This is an optimization exercise on Yosys and OpenROAD, whose aim is small area, not a production implementation.
Only simulation tests tie the RTL to the original design; equivalence was not proved.

==> flow/design.v <==
`resetall
`timescale 1ns / 1ps
`default_nettype none
module axis_delay # (
    parameter DATA_WIDTH = 8,
    parameter LATENCY = 10
)(
    input wire clk,
    input wire rst,
    input wire [DATA_WIDTH-1:0] s_axis_tdata,
    input wire s_axis_tvalid,
    input wire s_axis_tlast,
    output wire [DATA_WIDTH-1:0] m_axis_tdata,
    output wire m_axis_tvalid,
    output wire m_axis_tlast
);
    integer i;
    reg [DATA_WIDTH-1:0] tdata[LATENCY-1:0];
    reg tvalid[LATENCY-1:0];
    reg tlast[LATENCY-1:0];
    assign m_axis_tdata = tdata[LATENCY-1];
    assign m_axis_tvalid = tvalid[LATENCY-1];
    assign m_axis_tlast = tlast[LATENCY-1];
    always @ (posedge clk)
        if (rst) begin
            for (i = 0; i < LATENCY; i=i+1) begin
                tdata[i] <= {DATA_WIDTH{1'b0}};
                tvalid[i] <= 1'b0;
                tlast[i] <= 1'b0;
            end
        end else begin
            if (s_axis_tvalid) begin
                tdata[0] <= s_axis_tdata;
                tvalid[0] <= 1'b1;
                tlast[0] <= s_axis_tlast;
            end else begin
                tvalid[0] <= 1'b0;
                tlast[0] <= 1'b0;
            end
            for (i = 1; i < LATENCY; i=i+1) begin
                tdata[i] <= tdata[i-1];
                tvalid[i] <= tvalid[i-1];
                tlast[i] <= tlast[i-1];
            end
        end
endmodule
`resetall
`resetall
`timescale 1ns / 1ps
`default_nettype none
module averager_tree # (
    parameter IN_DATA_WIDTH = 256,
    parameter OUT_DATA_WIDTH = 16
)(
    input wire clk,
    input wire rst,
    input wire start_signal,
    input wire [15:0] persist_cycle_length,
    input wire [IN_DATA_WIDTH-1:0] s_tdata,   
    input wire s_tvalid,
    output wire [OUT_DATA_WIDTH-1:0] m_tdata,
    output wire m_tvalid
);
    reg [15:0] r1_adder_1;
    reg [15:0] r1_adder_2;
    reg [15:0] r1_adder_3;
    reg [15:0] r1_adder_4;
    reg [15:0] r1_adder_5;
    reg [15:0] r1_adder_6;
    reg [15:0] r1_adder_7;
    reg [15:0] r1_adder_8;
    reg [15:0] r2_adder_1;
    reg [15:0] r2_adder_2;
    reg [15:0] r2_adder_3;
    reg [15:0] r2_adder_4;
    reg [15:0] r3_adder_1;
    reg [15:0] r3_adder_2;
    reg [15:0] r4_adder_1;
    reg r1_valid;
    reg r2_valid;
    reg r3_valid;
    reg r4_valid;
    assign m_tdata = r4_adder_1;
    assign m_tvalid = r4_valid;
    reg [15:0] cycle_count;
    always @ (posedge clk) begin
        if (rst) begin
            r1_adder_1 <= 16'd0;
            r1_adder_2 <= 16'd0;
            r1_adder_3 <= 16'd0;
            r1_adder_4 <= 16'd0;
            r1_adder_5 <= 16'd0;
            r1_adder_6 <= 16'd0;
            r1_adder_7 <= 16'd0;
            r1_adder_8 <= 16'd0;
            r1_valid <= 1'b0;
            r2_adder_1 <= 16'd0;
            r2_adder_2 <= 16'd0;
            r2_adder_3 <= 16'd0;
            r2_adder_4 <= 16'd0;
            r2_valid <= 1'b0;
            r3_adder_1 <= 16'd0;
            r3_adder_2 <= 16'd0;
            r3_valid <= 1'b0;
            r4_adder_1 <= 16'd0;
            r4_valid <= 1'b0;
            cycle_count <= 0;
        end else if (start_signal) begin
            cycle_count <= 0;
        end else if (s_tvalid && cycle_count < persist_cycle_length + 4) begin   
            r1_adder_1 <= (s_tdata[15:0] + s_tdata[31:16])/2;
            r1_adder_2 <= (s_tdata[47:32] + s_tdata[63:48])/2;
            r1_adder_3 <= (s_tdata[79:64] + s_tdata[95:80])/2;
            r1_adder_4 <= (s_tdata[111:96] + s_tdata[127:112])/2;
            r1_adder_5 <= (s_tdata[143:128] + s_tdata[159:144])/2;
            r1_adder_6 <= (s_tdata[175:160] + s_tdata[191:176])/2;
            r1_adder_7 <= (s_tdata[207:192] + s_tdata[223:208])/2;
            r1_adder_8 <= (s_tdata[239:224] + s_tdata[255:240])/2;
            r1_valid <= s_tvalid;
            r2_adder_1 <= (r1_adder_1 + r1_adder_2)/2;
            r2_adder_2 <= (r1_adder_3 + r1_adder_4)/2;
            r2_adder_3 <= (r1_adder_5 + r1_adder_6)/2;
            r2_adder_4 <= (r1_adder_7 + r1_adder_8)/2;
            r2_valid <= r1_valid;
            r3_adder_1 <= (r2_adder_1 + r2_adder_2)/2;
            r3_adder_2 <= (r2_adder_3 + r2_adder_4)/2;
            r3_valid <= r2_valid;
            r4_adder_1 <= (r3_adder_1 + r3_adder_2)/2;
            r4_valid <= r3_valid;
            cycle_count <= cycle_count + 1;
        end else begin
            r4_adder_1 <= 0;
            r4_valid <= 0;
        end
    end
endmodule
`resetall
`resetall
`timescale 1ns / 1ps
`default_nettype none
module loss_compensator # (
    parameter DATA_WIDTH = 256,
    parameter WORD_WIDTH = 16
)(
    input wire clk,
    input wire rst,
    input wire [DATA_WIDTH-1:0] pre_mul_tdata,
    input wire pre_mul_tvalid,
    output reg pre_mul_tready,
    input wire [WORD_WIDTH-1:0] multiply,
    output reg [DATA_WIDTH-1:0] post_mul_tdata,
    output reg post_mul_tvalid,
    input wire post_mul_tready  
);
    integer i;
    reg [DATA_WIDTH-1:0] tdata;
    reg tvalid;
    wire [DATA_WIDTH-1:0] shifted_tdata;
    wire shifted_tvalid;
   always @ (posedge clk)
        if (rst) begin
            post_mul_tdata <= 0;
            post_mul_tvalid <= 1'b0;
            pre_mul_tready <= 1'b1;  
        end else begin
            post_mul_tdata <= tdata;
            post_mul_tvalid <= tvalid;
            pre_mul_tready <= 1'b1;  
        end
    always @ (posedge clk)
        if (rst) begin
            tdata <= 0;
            tvalid <= 0;
        end else begin
            if (pre_mul_tvalid) begin
                for (i=0; i<DATA_WIDTH/WORD_WIDTH; i=i+1) begin
                    tdata[i*WORD_WIDTH +: WORD_WIDTH] <= pre_mul_tdata[i*WORD_WIDTH+7 +: 8] * multiply;
                end
                tvalid <= 1'b1;
            end else begin
                tdata <= {DATA_WIDTH{1'b0}};
                tvalid <= 1'b0;
            end
        end
endmodule
`resetall
`resetall
`timescale 1ns / 1ps
`default_nettype none
module preamble_detect # (
    parameter CYCLE_SAMPLE_NUM = 16,
    parameter DATA_WIDTH = 256
)(
    input wire clk,
    input wire rst,
    input wire state_changed,
    input wire [DATA_WIDTH-1:0] input_adc_tdata,
    input wire input_adc_tvalid,
    input wire [15:0] monitor_cycle_length,
    input wire [15:0] preamble_cycle_length,
    output reg [255:0] pattern_match_agg,
    output reg [15:0]  matched_pattern,
    output reg [DATA_WIDTH-1:0] output_detected_tdata,
    output reg output_detected_tvalid
);
    reg [15:0] pattern_match [15:0];
    reg [15:0] pattern_match_error;
    wire [CYCLE_SAMPLE_NUM-1:0] average_tdata;
    wire average_tvalid;
    wire [DATA_WIDTH-1:0] delay_tdata;
    wire delay_tvalid;
    reg [DATA_WIDTH-1:0] buffer_tdata;
    reg buffer_tvalid;
    reg [DATA_WIDTH-1:0] post_tail_tdata;
    reg post_tail_tvalid;
    reg [15:0] compare_with_average;
    integer x;
    always @ (posedge clk)
        if (rst) begin
            output_detected_tdata <= {DATA_WIDTH{1'b0}};
            output_detected_tvalid <= 1'b0;
            for (x=0; x<16; x=x+1) begin
                pattern_match[x] <= 0;
            end
            pattern_match_error <= 0;
            compare_with_average <= 16'd0;
            pattern_match_agg <= 0;
            matched_pattern <= 16'd0;
            post_tail_tdata <= {DATA_WIDTH{1'b0}};
            post_tail_tvalid <= 1'b0;
        end else if (state_changed) begin
            output_detected_tdata <= {DATA_WIDTH{1'b0}};
            output_detected_tvalid <= 1'b0;
            for (x=0; x<16; x=x+1) begin
                pattern_match[x] <= 0;
            end
            pattern_match_error <= 0;
            compare_with_average <= 16'd0;
            pattern_match_agg <= 0;
        end else begin
            for (x=0; x<16; x=x+1) begin
                pattern_match_agg[x*16 +: 16] <= pattern_match[x];
            end
            if (average_tvalid) begin
                for (x=0; x<16; x=x+1) begin
                    if (delay_tdata[x*16 +: 16] < average_tdata) begin
                        compare_with_average[x] <= 1'b0;
                    end else begin
                        compare_with_average[x] <= 1'b1;
                    end
                end
                if (compare_with_average == 16'b0000_0000_1111_1111) begin
                    pattern_match[0] <= pattern_match[0] + 1;
                end else if (compare_with_average == 16'b0000_0001_1111_1110) begin
                    pattern_match[1] <= pattern_match[1] + 1;
                end else if (compare_with_average == 16'b0000_0011_1111_1100) begin
                    pattern_match[2] <= pattern_match[2] + 1;
                end else if (compare_with_average == 16'b0000_0111_1111_1000) begin
                    pattern_match[3] <= pattern_match[3] + 1;
                end else if (compare_with_average == 16'b0000_1111_1111_0000) begin
                    pattern_match[4] <= pattern_match[4] + 1;
                end else if (compare_with_average == 16'b0001_1111_1110_0000) begin
                    pattern_match[5] <= pattern_match[5] + 1;
                end else if (compare_with_average == 16'b0011_1111_1100_0000) begin
                    pattern_match[6] <= pattern_match[6] + 1;
                end else if (compare_with_average == 16'b0111_1111_1000_0000) begin
                    pattern_match[7] <= pattern_match[7] + 1;
                end else if (compare_with_average == 16'b1111_1111_0000_0000) begin
                    pattern_match[8] <= pattern_match[8] + 1;
                end else if (compare_with_average == 16'b1111_1110_0000_0001) begin
                    pattern_match[9] <= pattern_match[9] + 1;
                end else if (compare_with_average == 16'b1111_1100_0000_0011) begin
                    pattern_match[10] <= pattern_match[10] + 1;
                end else if (compare_with_average == 16'b1111_1000_0000_0111) begin
                    pattern_match[11] <= pattern_match[11] + 1;
                end else if (compare_with_average == 16'b1111_0000_0000_1111) begin
                    pattern_match[12] <= pattern_match[12] + 1;
                end else if (compare_with_average == 16'b1110_0000_0001_1111) begin
                    pattern_match[13] <= pattern_match[13] + 1;
                end else if (compare_with_average == 16'b1100_0000_0011_1111) begin
                    pattern_match[14] <= pattern_match[14] + 1;
                end else if (compare_with_average == 16'b1000_0000_0111_1111) begin
                    pattern_match[15] <= pattern_match[15] + 1;
                end else begin
                    pattern_match_error <= pattern_match_error + 1;
                end
            end 
            if (pattern_match[0] >= preamble_cycle_length && preamble_cycle_length > 0) begin
                output_detected_tdata <= post_tail_tdata;
                output_detected_tvalid <= post_tail_tvalid;
                matched_pattern <= 16'b0000_0000_1111_1111;
            end else if (pattern_match[1] >= preamble_cycle_length-1 && preamble_cycle_length > 0) begin
                output_detected_tdata <= {delay_tdata[15:0], post_tail_tdata[255:16]};
                output_detected_tvalid <= post_tail_tvalid;
                matched_pattern <= 16'b0000_0001_1111_1110;
            end else if (pattern_match[2] >= preamble_cycle_length-1 && preamble_cycle_length > 0) begin
                output_detected_tdata <= {delay_tdata[31:0], post_tail_tdata[255:32]};
                output_detected_tvalid <= post_tail_tvalid;
                matched_pattern <= 16'b0000_0011_1111_1100;
            end else if (pattern_match[3] >= preamble_cycle_length-1 && preamble_cycle_length > 0) begin
                output_detected_tdata <= {delay_tdata[47:0], post_tail_tdata[255:48]};
                output_detected_tvalid <= post_tail_tvalid;
                matched_pattern <= 16'b0000_0111_1111_1000;
            end else if (pattern_match[4] >= preamble_cycle_length-1 && preamble_cycle_length > 0) begin
                output_detected_tdata <= {delay_tdata[63:0], post_tail_tdata[255:64]};
                output_detected_tvalid <= post_tail_tvalid;
                matched_pattern <= 16'b0000_1111_1111_0000;
            end else if (pattern_match[5] >= preamble_cycle_length-1 && preamble_cycle_length > 0) begin
                output_detected_tdata <= {delay_tdata[79:0], post_tail_tdata[255:80]};
                output_detected_tvalid <= post_tail_tvalid;
                matched_pattern <= 16'b0001_1111_1110_0000;
            end else if (pattern_match[6] >= preamble_cycle_length-1 && preamble_cycle_length > 0) begin
                output_detected_tdata <= {delay_tdata[95:0], post_tail_tdata[255:96]};
                output_detected_tvalid <= post_tail_tvalid;
                matched_pattern <= 16'b0011_1111_1100_0000;
            end else if (pattern_match[7] >= preamble_cycle_length-1 && preamble_cycle_length > 0) begin
                output_detected_tdata <= {delay_tdata[111:0], post_tail_tdata[255:112]};
                output_detected_tvalid <= post_tail_tvalid;
                matched_pattern <= 16'b0111_1111_1000_0000;
            end else if (pattern_match[8] >= preamble_cycle_length-1 && preamble_cycle_length > 0) begin
                output_detected_tdata <= {delay_tdata[127:0], post_tail_tdata[255:128]};
                output_detected_tvalid <= post_tail_tvalid;
                matched_pattern <= 16'b1111_1111_0000_0000;
            end else if (pattern_match[9] >= preamble_cycle_length-1 && preamble_cycle_length > 0) begin
                output_detected_tdata <= {delay_tdata[143:0], post_tail_tdata[255:144]};
                output_detected_tvalid <= post_tail_tvalid;
                matched_pattern <= 16'b1111_1110_0000_0001;
            end else if (pattern_match[10] >= preamble_cycle_length-1 && preamble_cycle_length > 0) begin
                output_detected_tdata <= {delay_tdata[159:0], post_tail_tdata[255:160]};
                output_detected_tvalid <= post_tail_tvalid;
                matched_pattern <= 16'b1111_1100_0000_0011;
            end else if (pattern_match[11] >= preamble_cycle_length-1 && preamble_cycle_length > 0) begin
                output_detected_tdata <= {delay_tdata[175:0], post_tail_tdata[255:176]};
                output_detected_tvalid <= post_tail_tvalid;
                matched_pattern <= 16'b1111_1000_0000_0111;
            end else if (pattern_match[12] >= preamble_cycle_length-1 && preamble_cycle_length > 0) begin
                output_detected_tdata <= {delay_tdata[191:0], post_tail_tdata[255:192]};
                output_detected_tvalid <= post_tail_tvalid;
                matched_pattern <= 16'b1111_0000_0000_1111;
            end else if (pattern_match[13] >= preamble_cycle_length-1 && preamble_cycle_length > 0) begin
                output_detected_tdata <= {delay_tdata[207:0], post_tail_tdata[255:208]};
                output_detected_tvalid <= post_tail_tvalid;
                matched_pattern <= 16'b1110_0000_0001_1111;
            end else if (pattern_match[14] >= preamble_cycle_length-1 && preamble_cycle_length > 0) begin
                output_detected_tdata <= {delay_tdata[223:0], post_tail_tdata[255:224]};
                output_detected_tvalid <= post_tail_tvalid;
                matched_pattern <= 16'b1100_0000_0011_1111;
            end else if (pattern_match[15] >= preamble_cycle_length-1 && preamble_cycle_length > 0) begin
                output_detected_tdata <= {delay_tdata[239:0], post_tail_tdata[255:240]};
                output_detected_tvalid <= post_tail_tvalid;
                matched_pattern <= 16'b1000_0000_0111_1111;
            end else begin
                output_detected_tdata <= {DATA_WIDTH{1'b0}};
                output_detected_tvalid <= 1'b0;
                matched_pattern <= 16'd0;
            end
            post_tail_tdata <= delay_tdata;
            post_tail_tvalid <= delay_tvalid;
        end
    generate
        averager_tree # (
        ) averager_tree_preamble_detection_inst(
            .clk(clk),
            .rst(rst),
            .start_signal(state_changed),
            .persist_cycle_length(monitor_cycle_length),
            .s_tdata(input_adc_tdata),
            .s_tvalid(input_adc_tvalid),
            .m_tdata(average_tdata),
            .m_tvalid(average_tvalid)
        );
    endgenerate
    generate
        axis_delay # (
            .DATA_WIDTH(DATA_WIDTH),
            .LATENCY(4)  
        ) axis_delay_preamble_detection_inst (
            .clk(clk),
            .rst(rst),
            .s_axis_tdata(input_adc_tdata),
            .s_axis_tvalid(input_adc_tvalid),
            .s_axis_tlast(),
            .m_axis_tdata(delay_tdata),
            .m_axis_tvalid(delay_tvalid),
            .m_axis_tlast()
        );
    endgenerate
endmodule
`resetall
`resetall
`timescale 1ns / 1ps
`default_nettype none
module adc_frontend (
    input  wire         clk,
    input  wire         rst,
    input  wire [255:0] adc_tdata,
    input  wire         adc_tvalid,
    input  wire         state_changed,
    input  wire [15:0]  optical_loss,
    input  wire [15:0]  monitor_cycle_length,
    input  wire [15:0]  preamble_cycle_length,
    output wire [255:0] pattern_match_agg,
    output wire [15:0]  matched_pattern,
    output wire [255:0] detected_tdata,
    output wire         detected_tvalid
);
    wire [255:0] amplified_tdata;
    wire         amplified_tvalid;
    loss_compensator loss_compensator_inst (
        .clk(clk),
        .rst(rst),
        .pre_mul_tdata(adc_tdata),
        .pre_mul_tvalid(adc_tvalid),
        .pre_mul_tready(),
        .multiply(optical_loss),
        .post_mul_tdata(amplified_tdata),
        .post_mul_tvalid(amplified_tvalid),
        .post_mul_tready(1'b1)
    );
    preamble_detect preamble_detect_inst (
        .clk(clk),
        .rst(rst),
        .state_changed(state_changed),
        .input_adc_tdata(amplified_tdata),
        .input_adc_tvalid(amplified_tvalid),
        .monitor_cycle_length(monitor_cycle_length),
        .preamble_cycle_length(preamble_cycle_length),
        .pattern_match_agg(pattern_match_agg),
        .matched_pattern(matched_pattern),
        .output_detected_tdata(detected_tdata),
        .output_detected_tvalid(detected_tvalid)
    );
endmodule
`resetall
==> flow/run.sh <==
#!/bin/bash
# synth_recipe.tcl (not shown) runs the flow's synth.tcl, then flattens the netlist and writes it again
# the make line also repeats each setting of config.mk as NAME=value (left out here)
make -C /OpenROAD-flow-scripts/flow DESIGN_CONFIG=/design/flow/config.mk WORK_HOME=/design/flow/orfs CLKGATE_MAP_FILE= SYNTH_SCRIPT=/design/flow/synth_recipe.tcl finish
==> flow/config.mk <==
export PLATFORM = sky130hd
export DESIGN_NAME = adc_frontend
export DESIGN_NICKNAME = adc_frontend
export VERILOG_FILES = /design/flow/design.v
export SDC_FILE = /design/flow/constraint.sdc
export NUM_CORES = 8
export LEC_CHECK = 0
export CAP_MARGIN = 20
export CORE_MARGIN = 2
export CORE_UTILIZATION = 40
export SLEW_MARGIN = 20
==> flow/constraint.sdc <==
create_clock -name core_clock -period 6.0 [get_ports {clk}]
set_input_delay 1.2000 -clock core_clock [delete_from_list [all_inputs] [get_ports {clk}]]
set_output_delay 1.2000 -clock core_clock [all_outputs]
set_load 0.01 [all_outputs]
==> summary.txt, run 1 <==
fin crit share = 97.7%
Synth-to-Final Area Change = 19.9%
# port buffers = 708
average wire per standard cell = 28.0 um
syn avg cell area = 8.74 um2
top_reg_cell synth = dfxtp_1
worst reg-to-reg path cell count = 18
cell count after synthesis = 20863
Setup WS pre-CTS = -0.893 ns
total number of vias = 167717
largest net degree at the start of global routing = 220
flop-to-flop setup slack = 1.14 ns
total of fill cells in the finished design = 42825
number of enable flip-flop cells after synthesis = 0
Post-DP HPWL = 580 mm
CTS Hold Bufs = 0
Post-synth ARST share = 0%
RR Endpoint = preamble_detect_inst.output_detected_tdata[139]
Die Y = 679 um
Final Worst Setup Slack = 0.136 ns
Unique masters post-synth = 99
Die X = 679 um
Clock transition at path regs = 0.06 ns
Slew Limit Headroom = 8.09%
outcome = complete, no violations
register area share after synthesis = 31.4%
Inserted Clock Buffers = 309
class of the worst hold path = reg -> reg
nets@finish = 24327
clock sink count = 2860
critical path capture point type = flip-flop
DRT iter0 DRCs = 20919
most frequent cells in the layout = dfxtp_1, nor2_1, nand2_1
total negative setup slack = 0 ns
Post-DP Area = 208000 um2
Core Area = 453000 um2
share of layout cells above drive strength 1 = 12.0%
Initial Util = 40.2%
worst slew pin tran = 1.38 ns
commonest non-fill, non-tap cell in the layout = dfxtp_1
initial antenna violation count = 78
Antenna Nets Post-Route = 0
number of global-route vias before repair = 159031
Setup crit start kind = input pin
RePlAce Congestion = 1.03
Tot GR Track Use = 33.1%
Slew Limit Fails = 0
# IOs = 837
skew final = 0.102 ns
worst setup path end = preamble_detect_inst.output_detected_tdata[139]
worst endpoint required time = 6.80 ns
syn_nets = 23270
final wirelength = 789 mm
Clock Path Buffers = 4
Final Hold Fails = 0
final worst path period need = 5.86 ns
CTS tree = built
drt pass-1 iters = 10
first-pass GRT wire length = 1130 mm
drc violations = 0
hold path depth = 1
f_max = 171 MHz
critical path peak fanout = 12
Post-Syn Area = 182000 um2
max_cap viols = 0
worst endpoint data arrival time = 6.67 ns
clock root buffer = clkbuf_16
Setup crit start = preamble_cycle_length[12]
DIE AREA = 461000 um2
grt ovf = 0
via/cell ratio = 5.95
Seq cells post-synth = 2860
post-route cell area = 219000 um2
CP Class = in -> reg
RSZ-0062 raised after global routing = no
Clock Latency Late Sink = 1.01 ns
r2r startpoint = preamble_detect_inst.pattern_match[14][0]
# H-tree levels = 5
Synth Warn # = 8
Final setup viols = 0
Cell Rows = 247
## metrics by stage
stage	hold slack (ns)	instances	utilization [%]
after floorplan	0.414	20863	-
after global placement	0.416	27583	45.8
after detailed placement	0.420	27583	45.8
after CTS	0.389	28141	48.2
after global routing	0.418	28148	48.2
final	0.390	28191	48.3
## per-layer routing
metal  GRT usage [%]  wire length [um]  up-vias
li1                -                 -    74247
met1            44.1            325000    80512
met2            46.1            310000    10173
met3            10.7             94900     2725
met4            19.9             59400       60
met5           0.104               398        -
## logic make-up (layout without fill, tap and decap cells)
family,after synthesis,in the layout,synth area share [%]
flops,2860,2860,31.4
buf+inv,2996,4300,6.36
mux,539,539,2.96
simple gates,7285,7285,19.6
fa+ha+maj,2101,2101,18.4
xor+xnor,739,739,3.55
compound gates,4343,4343,17.7
other cells,0,48,0
## cells in the mapped netlist (42+ instances only)
library cell | number | area [um2]
o22ai_1 | 66 | 413
nor3_1 | 315 | 1580
o31ai_1 | 178 | 1340
and3_1 | 98 | 613
o41ai_1 | 206 | 1800
nand2_1 | 1754 | 6580
a221o_1 | 267 | 2670
clkbuf_1 | 1571 | 5900
inv_1 | 1105 | 4150
a22o_1 | 49 | 429
xnor2_1 | 397 | 3480
nor2_1 | 1964 | 7370
a221oi_1 | 469 | 4110
o32a_1 | 174 | 1740
mux2i_1 | 539 | 5400
buf_1 | 132 | 495
a21o_1 | 113 | 848
fa_1 | 975 | 19500
nand3_1 | 306 | 1530
a21oi_1 | 653 | 3270
a22oi_1 | 308 | 2310
dfxtp_1 | 2860 | 57300
a31oi_1 | 255 | 1600
ha_1 | 1124 | 14100
o311ai_0 | 104 | 911
or3_1 | 259 | 1620
a211oi_1 | 122 | 916
o311ai_1 | 83 | 727
nor2b_1 | 1132 | 7080
nand4_1 | 45 | 282
o21ai_0 | 578 | 2890
nand2b_1 | 215 | 1350
o221ai_1 | 42 | 368
o211ai_1 | 108 | 811
and2_1 | 1088 | 6810
buf_2 | 150 | 751
o31a_1 | 136 | 1190
o21a_1 | 113 | 848
xor2_1 | 342 | 3000
## timing repair
item	4_1_cts	5_1_grt
endpoints found under the setup margin	0	9
resized for setup	0	4
setup buffers	0	2
## worst max-delay path, cell delays in order
cell             delay (ns)
clkdlybuf4s50_1        0.45
buf_4                  0.19
or4_4                  0.54
buf_4                  0.15
nor3_1                 0.19
buf_4                  0.15
xnor2_2                0.19
ha_1                   0.33
and3_1                 0.16
a221o_1                0.36
a221oi_2               0.37
buf_4                  0.18
and2_4                 0.31
buf_4                  0.29
buf_4                  0.21
a221oi_1               0.12
o21ai_0                0.34
buf_4                  0.17
nor2_1                 0.04
o31a_1                 0.30
o41ai_1                0.40
## cell type report
type	count	area, um2	area share [%]
clock inverters	165	2170	0.993
clock buffers	393	8550	3.91
flip-flops and latches	2860	57300	26.2
well taps	5976	7480	3.42
inverters	1105	4150	1.90
diodes	48	120	0.0549
repair buffers	2637	24900	11.4
multi-input cells	15007	114000	52.1
## worst min-delay path by stage
| stage | startpoint | to | slack, ns |
|---|---|---|---|
| floorplan | loss_compensator_inst.tdata[0] | loss_compensator_inst.post_mul_tdata[0] | 0.41 |
| finish | flip-flop | flip-flop | 0.39 |
| global route | flip-flop | flip-flop | 0.42 |
| detailed placement | flip-flop | flip-flop | 0.42 |
| global placement | flip-flop | flip-flop | 0.42 |
| CTS | flip-flop | flip-flop | 0.39 |
==> run 2: changes to the inputs <==
==> flow/design.v (replaced) <==
`resetall
`timescale 1ns / 1ps
`default_nettype none
module averager_tree (
    input  wire [255:0] s_tdata,
    output wire [15:0]  m_tdata
);
    wire [16:0] l1 [0:7];
    wire [16:0] l2 [0:3];
    wire [16:0] l3 [0:1];
    wire [16:0] l4;
    genvar g;
    generate
        for (g = 0; g < 8; g = g + 1) begin : a1
            assign l1[g] = {1'b0, s_tdata[g*32 +: 16]} + {1'b0, s_tdata[g*32+16 +: 16]};
        end
        for (g = 0; g < 4; g = g + 1) begin : a2
            assign l2[g] = {1'b0, l1[2*g][16:1]} + {1'b0, l1[2*g+1][16:1]};
        end
        for (g = 0; g < 2; g = g + 1) begin : a3
            assign l3[g] = {1'b0, l2[2*g][16:1]} + {1'b0, l2[2*g+1][16:1]};
        end
    endgenerate
    assign l4 = {1'b0, l3[0][16:1]} + {1'b0, l3[1][16:1]};
    assign m_tdata = l4[16:1];
endmodule
`resetall
`resetall
`timescale 1ns / 1ps
`default_nettype none
module loss_compensator (
    input  wire [127:0] amp,
    input  wire [15:0]  gain,
    output wire [255:0] prod
);
    genvar g;
    generate
        for (g = 0; g < 16; g = g + 1) begin : lane
            assign prod[g*16 +: 16] = amp[g*8 +: 8] * gain;
        end
    endgenerate
endmodule
`resetall
`resetall
`timescale 1ns / 1ps
`default_nettype none
module adc_frontend (
    input  wire         clk,
    input  wire         rst,
    input  wire [255:0] adc_tdata,
    input  wire         adc_tvalid,
    input  wire         state_changed,
    input  wire [15:0]  optical_loss,
    input  wire [15:0]  monitor_cycle_length,
    input  wire [15:0]  preamble_cycle_length,
    output wire [255:0] pattern_match_agg,
    output wire [15:0]  matched_pattern,
    output wire [255:0] detected_tdata,
    output wire         detected_tvalid
);
    integer i;
    reg [127:0] t_amp;
    reg [15:0]  t_gain;
    reg         t_valid;
    reg [127:0] p_amp;
    reg [15:0]  p_gain;
    reg         p_valid;
    always @(posedge clk) begin
        if (adc_tvalid) begin
            for (i = 0; i < 16; i = i + 1)
                t_amp[i*8 +: 8] <= adc_tdata[i*16+7 +: 8];
            t_gain <= optical_loss;
        end
        t_valid <= !rst && adc_tvalid;
        p_amp   <= t_amp;
        p_gain  <= t_gain;
        p_valid <= !rst && t_valid;
    end
    wire [255:0] prod;
    loss_compensator mul_inst (
        .amp(p_amp),
        .gain(p_gain),
        .prod(prod)
    );
    reg [255:0] d0, d1, d2, d3;
    reg         v0, v1, v2, v3;
    always @(posedge clk) begin
        d0 <= prod;
        d1 <= d0;
        d2 <= d1;
        d3 <= d2;
        v0 <= !rst && p_valid;
        v1 <= !rst && v0;
        v2 <= !rst && v1;
        v3 <= !rst && v2;
    end
    reg [15:0] cycle_count;
    wire       avg_en = !rst && !state_changed && p_valid &&
                        ({1'b0, cycle_count} < {1'b0, monitor_cycle_length} + 17'd4);
    reg        avg_pend;        
    reg [15:0] avg_s1, avg_s2, avg_s3, avg_s4;
    reg [1:0]  avg_fill;        
    reg        avg_valid;
    wire [15:0] tree_avg;
    averager_tree tree_inst (
        .s_tdata(d0),
        .m_tdata(tree_avg)
    );
    wire [15:0] avg_stage1 = avg_pend ? tree_avg : avg_s1;
    always @(posedge clk) begin
        avg_pend <= avg_en;
        avg_s1   <= avg_stage1;
        if (avg_en) begin
            avg_s2 <= avg_stage1;
            avg_s3 <= avg_s2;
            avg_s4 <= avg_s3;
        end
        if (rst) begin
            cycle_count <= 16'd0;
            avg_fill    <= 2'd0;
            avg_valid   <= 1'b0;
        end else if (state_changed) begin
            cycle_count <= 16'd0;
        end else if (avg_en) begin
            cycle_count <= cycle_count + 16'd1;
            if (avg_fill != 2'd3)
                avg_fill <= avg_fill + 2'd1;
            avg_valid <= (avg_fill == 2'd3);
        end else begin
            avg_valid <= 1'b0;
        end
    end
    reg  [15:0] compare_with_average;
    reg  [255:0] agg;
    reg         inc_pend;
    reg  [3:0]  inc_idx;
    wire [15:0] pat_hit;
    genvar g;
    generate
        for (g = 0; g < 16; g = g + 1) begin : pat
            wire [31:0] rot = {16'h00FF, 16'h00FF} << g;
            assign pat_hit[g] = (compare_with_average == rot[31:16]);
        end
    endgenerate
    reg [3:0] hit_idx;
    always @(*) begin
        hit_idx = 4'd0;
        for (i = 15; i >= 0; i = i - 1)
            if (pat_hit[i]) hit_idx = i[3:0];
    end
    wire [255:0] cnt;
    generate
        for (g = 0; g < 16; g = g + 1) begin : counters
            assign cnt[g*16 +: 16] = agg[g*16 +: 16] +
                                     {15'd0, inc_pend && (inc_idx == g)};
        end
    endgenerate
    always @(posedge clk) begin
        if (rst || state_changed) begin
            compare_with_average <= 16'd0;
            agg      <= 256'd0;
            inc_pend <= 1'b0;
        end else begin
            if (avg_valid)
                for (i = 0; i < 16; i = i + 1)
                    compare_with_average[i] <= !(d3[i*16 +: 16] < avg_s4);
            agg      <= cnt;
            inc_pend <= avg_valid && (|pat_hit);
        end
        inc_idx <= hit_idx;
    end
    assign pattern_match_agg = agg;
    wire [15:0] qual;
    assign qual[0] = (preamble_cycle_length != 16'd0) &&
                     (cnt[15:0] >= preamble_cycle_length);
    generate
        for (g = 1; g < 16; g = g + 1) begin : q
            assign qual[g] = (preamble_cycle_length != 16'd0) &&
                             (cnt[g*16 +: 16] >= preamble_cycle_length - 16'd1);
        end
    endgenerate
    reg [3:0] sel_idx;
    always @(*) begin
        sel_idx = 4'd0;
        for (i = 15; i >= 0; i = i - 1)
            if (qual[i]) sel_idx = i[3:0];
    end
    reg [255:0] post_tail;
    reg         post_tail_valid;
    reg [255:0] prev_tail;
    reg         out_valid;
    reg         out_any;
    reg [3:0]   out_rot;
    always @(posedge clk) begin
        if (rst) begin
            post_tail_valid <= 1'b0;
            out_valid <= 1'b0;
            out_any   <= 1'b0;
        end else if (state_changed) begin
            out_valid <= 1'b0;
        end else begin
            post_tail       <= d3;
            post_tail_valid <= v3;
            out_valid <= (|qual) && post_tail_valid;
            out_any   <= |qual;
            out_rot   <= sel_idx;
        end
        prev_tail <= post_tail;
    end
    wire [511:0] both = {post_tail, prev_tail};
    assign detected_tdata  = both >> (out_rot * 16);
    assign detected_tvalid = out_valid;
    wire [31:0] mp = {16'h00FF, 16'h00FF} << out_rot;
    assign matched_pattern = out_any ? mp[31:16] : 16'd0;
endmodule
`resetall
==> run 2 against run 1 <==
  * The layout now fails its checks (setup timing)
  * Non-clock buffer count shrank 1444
  * Worst hold slack lost 0.12 ns
  * Synthesized area shrank 25%
  * Cell count shrank 33%
  * Sequential share of layout area grew 3.9 points
  * Fmax shrank 2.9%
  * Die area shrank 25%
  * Critical endpoint is now avg_s2[14]
  * Synthesized cell count shrank 36%
  * Setup slack lost 0.18 ns
==> summary.txt, run 2 <==
outcome = failed layout checks
Failing Checks = setup timing
# H-tree levels = 4 (-1)
Post-DP HPWL = 353 mm (-39%)
Slew Limit Fails = 0 (unchanged)
number of enable flip-flop cells after synthesis = 452 (+452)
Die Y = 589 um (-13%)
RSZ-0062 raised after global routing = yes
worst slew pin tran = 1.08 ns (-0.296 ns)
commonest cells in the synthesized netlist = dfxtp_1, nand2_1, ha_1
Initial Util = 40.2% (about the same)
Final Worst Setup Slack = -0.0395 ns (-0.176 ns)
skew final = 0.106 ns (+0.00371 ns)
Tot GR Track Use = 24.9% (-8.2 points)
Final setup viols = 1 (+1)
Synth Warn # = 2 (-6)
Post-DP Area = 152000 um2 (-27%)
grt ovf = 0 (unchanged)
flop-to-flop setup slack = -0.04 ns (-1.18 ns)
Antenna Nets Post-Route = 0 (unchanged)
Core Area = 340000 um2 (-25%)
Unique masters post-synth = 88 (-11%)
Clock Latency Late Sink = 0.97 ns (-0.04 ns)
Cell Rows = 214 (-13%)
Clock transition at path regs = 0.06 ns (about the same)
final wirelength = 437 mm (-45%)
register area share after synthesis = 35.4% (+4.0 points)
Final Hold Fails = 0 (unchanged)
class of the worst hold path = reg -> reg
total number of vias = 99746 (-41%)
Slew Limit Headroom = 27.6% (+19 points)
cell count after synthesis = 13307 (-36%)
RePlAce Congestion = 0.979 (-5.2%)
CTS tree = built
largest cells by area after synthesis = dfxtp_1, fa_1, ha_1
largest net degree at the start of global routing = 126 (-43%)
# IOs = 837 (unchanged)
most frequent cells in the layout = dfxtp_1, nand2_1, ha_1
# port buffers = 708 (unchanged)
first-pass GRT wire length = 648 mm (-43%)
nets@finish = 16596 (-32%)
total of fill cells in the finished design = 31560 (-26%)
critical path capture point type = flip-flop
Die X = 589 um (-13%)
clock root buffer = clkbuf_16
Seq cells post-synth = 2198 (-23%)
via/cell ratio = 5.27 (-11%)
Post-Syn Area = 137000 um2 (-25%)
Inserted Clock Buffers = 241 (-22%)
number of global-route vias before repair = 96980 (-39%)
worst endpoint required time = 6.62 ns (-0.18 ns)
share of layout cells above drive strength 1 = 10.8% (-1.1 points)
post-route cell area = 161000 um2 (-26%)
DIE AREA = 347000 um2 (-25%)
f_max = 166 MHz (-2.9%)
DRT iter0 DRCs = 8832 (-58%)
fin crit share = 101% (+2.9 points)
critical path peak fanout = 6 (-6)
Setup crit start kind = flip-flop
most common cell in the synthesized netlist = dfxtp_1
CP Class = reg -> reg
worst endpoint data arrival time = 6.66 ns (about the same)
max_cap viols = 0 (unchanged)
average wire per standard cell = 23.1 um (-17%)
Post-synth ARST share = 0% (unchanged)
top_reg_cell synth = dfxtp_1
drc violations = 0 (unchanged)
initial antenna violation count = 67 (-14%)
clock sink count = 2198 (-23%)
syn avg cell area = 10.3 um2 (+18%)
final worst path period need = 6.04 ns (+0.176 ns)
Synth-to-Final Area Change = 17.8%
commonest non-fill, non-tap cell in the layout = dfxtp_1
drt pass-1 iters = 6 (-4)
post-synth top area cell = dfxtp_1
syn_nets = 15746 (-32%)
CTS Hold Bufs = 0 (unchanged)
Synth top area share = 25.5% (-5.9 points)
Clock Path Buffers = 4 (unchanged)
## run 2: cell count changes in the layout (fill, tap and decap cells not counted), moves of 267 or more
cell / delta
a221o_1: -267
a221oi_1: -460
a22oi_1: -304
buf_4: -1233
dfxtp_1: -1134
edfxtp_1: +452
nand2_1: -417
nor2_1: -1405
nor2b_1: -948
## run 2: final cells by class
| class | instances | area (um2) | area share [%] |
|---|---|---|---|
| Multi-Input combinational cell | 9459 | 83400 | 51.7 |
| Sequential cell | 2198 | 48600 | 30.1 |
| Timing Repair Buffer | 1193 | 11300 | 6.98 |
| Clock buffer | 323 | 6690 | 4.15 |
| Tap cell | 4536 | 5680 | 3.52 |
| Inverter | 1064 | 4020 | 2.49 |
| Clock inverter | 131 | 1550 | 0.958 |
| Antenna cell | 27 | 67.6 | 0.0419 |
## run 2: path summary, 6_finish.rpt
path / startpoint / endpoint / depth (start not counted)
worst min register to register: d1[129] / d2[129] / 0
worst max register to register: d0[224] / avg_s2[14] / 26
worst min-delay path: d1[129] / d2[129] / 0
worst max-delay path: d0[224] / avg_s2[14] / 26
## run 2: stage by stage
step	worst slack [ns]	hold slack (ns)	utilization, %	setup TNS, ns	instances
2_1_floorplan	0.0761	0.310	-	0	13307
3_3_place_gp	-0.421	0.310	44.5	-1.35	18425
3_5_place_dp	-0.391	0.312	44.5	-1.28	18425
4_1_cts	-0.0662	0.255	47.1	-0.0662	18887
5_1_grt	-0.224	0.269	47.4	-0.343	18912
6_report	-0.0395	0.270	47.4	-0.0395	18931
## run 2: logic make-up (layout without fill, tap and decap cells)
logic type	count (synthesis)	in the layout	share of synthesized area, %
AND/OR/NAND/NOR	3986	3986	14.5
other	0	27	0
buffers and inverters	1650	2711	4.58
adder cells (fa/ha/maj)	2131	2131	24.8
flip-flops	2198	2198	35.4
AO/OA/AOI/OAI	1759	1759	7.86
multiplexers	754	754	7.49
XOR/XNOR	829	829	5.30
## run 2: what timing repair did
action                                  CTS  global route
pin swaps                                28            87
resized for setup                        87           171
endpoints found under the setup margin   10            12
cloned                                    0             0
buffers inserted                          8            17
## run 2: critical path, stage by stage (launching register included)
cell and delay (ns):
dfxtp_2 0.33, nand2_2 0.06, fa_2 0.40, nor2b_1 0.16
o31a_1 0.22, o21a_1 0.13, nor2_1 0.05, xnor2_1 0.25
ha_2 0.38, and3_1 0.19, a211o_1 0.32, a21oi_2 0.16
xnor2_1 0.12, ha_4 0.29, or2_4 0.12, o31ai_2 0.06
a21oi_2 0.21, buf_4 0.16, a211oi_2 0.05, or3_4 0.42
o21ai_1 0.23, xor2_1 0.13, ha_1 0.23, or4_4 0.49
a31oi_4 0.21, xnor2_2 0.09, mux2_4 0.27
## run 2: layer usage
| metal | part of all wire, % | wire, um | global-route usage, % | vias to the layer above |
|---|---|---|---|---|
| met1 | 46 | 203000 | 36.5 | 49050 |
| met4 | 3.7 | 16400 | 8.40 | 14 |
| met3 | 7.4 | 32400 | 3.82 | 609 |
| li1 | - | - | - | 46548 |
| met2 | 42 | 185000 | 37.2 | 3525 |
| met5 | 0.021 | 93 | 0 | - |

-- what the ideal ports hide --
How much do the figures lean on ideal ports? The routed layouts below were timed once more, with nothing changed but the port constraints. Step 1 assumes that a clkbuf_16 drives the clock port and a buf_2 every other input. Step 2 also shifts input and output timing later by t, the mid clock arrival at the registers, as if the neighbouring blocks saw the same clock. Three values: no drivers, after step 1, after step 2; two values: the first two.
| run | shift t [ns] | setup WS [ns] | hold WS [ns] | worst setup path after step 2 | clock arrival spread, ns |
|---|---|---|---|---|---|
| run 1 | 1.076 | 0.136 / 0.231 / -0.846 | 0.390 / 0.390 / 0.390 | input to register | 0.116 / 0.115 |
| run 2 | 1.024 | -0.039 / -0.051 / -0.090 | 0.270 / 0.270 / 0.270 | input to register | 0.115 / 0.115 |
With both steps, setup timing fails in run 1, where it was met with ideal ports. The setup slack of run 1, which loses most, moves by +0.095 ns with the drivers and by -0.982 ns with both steps.
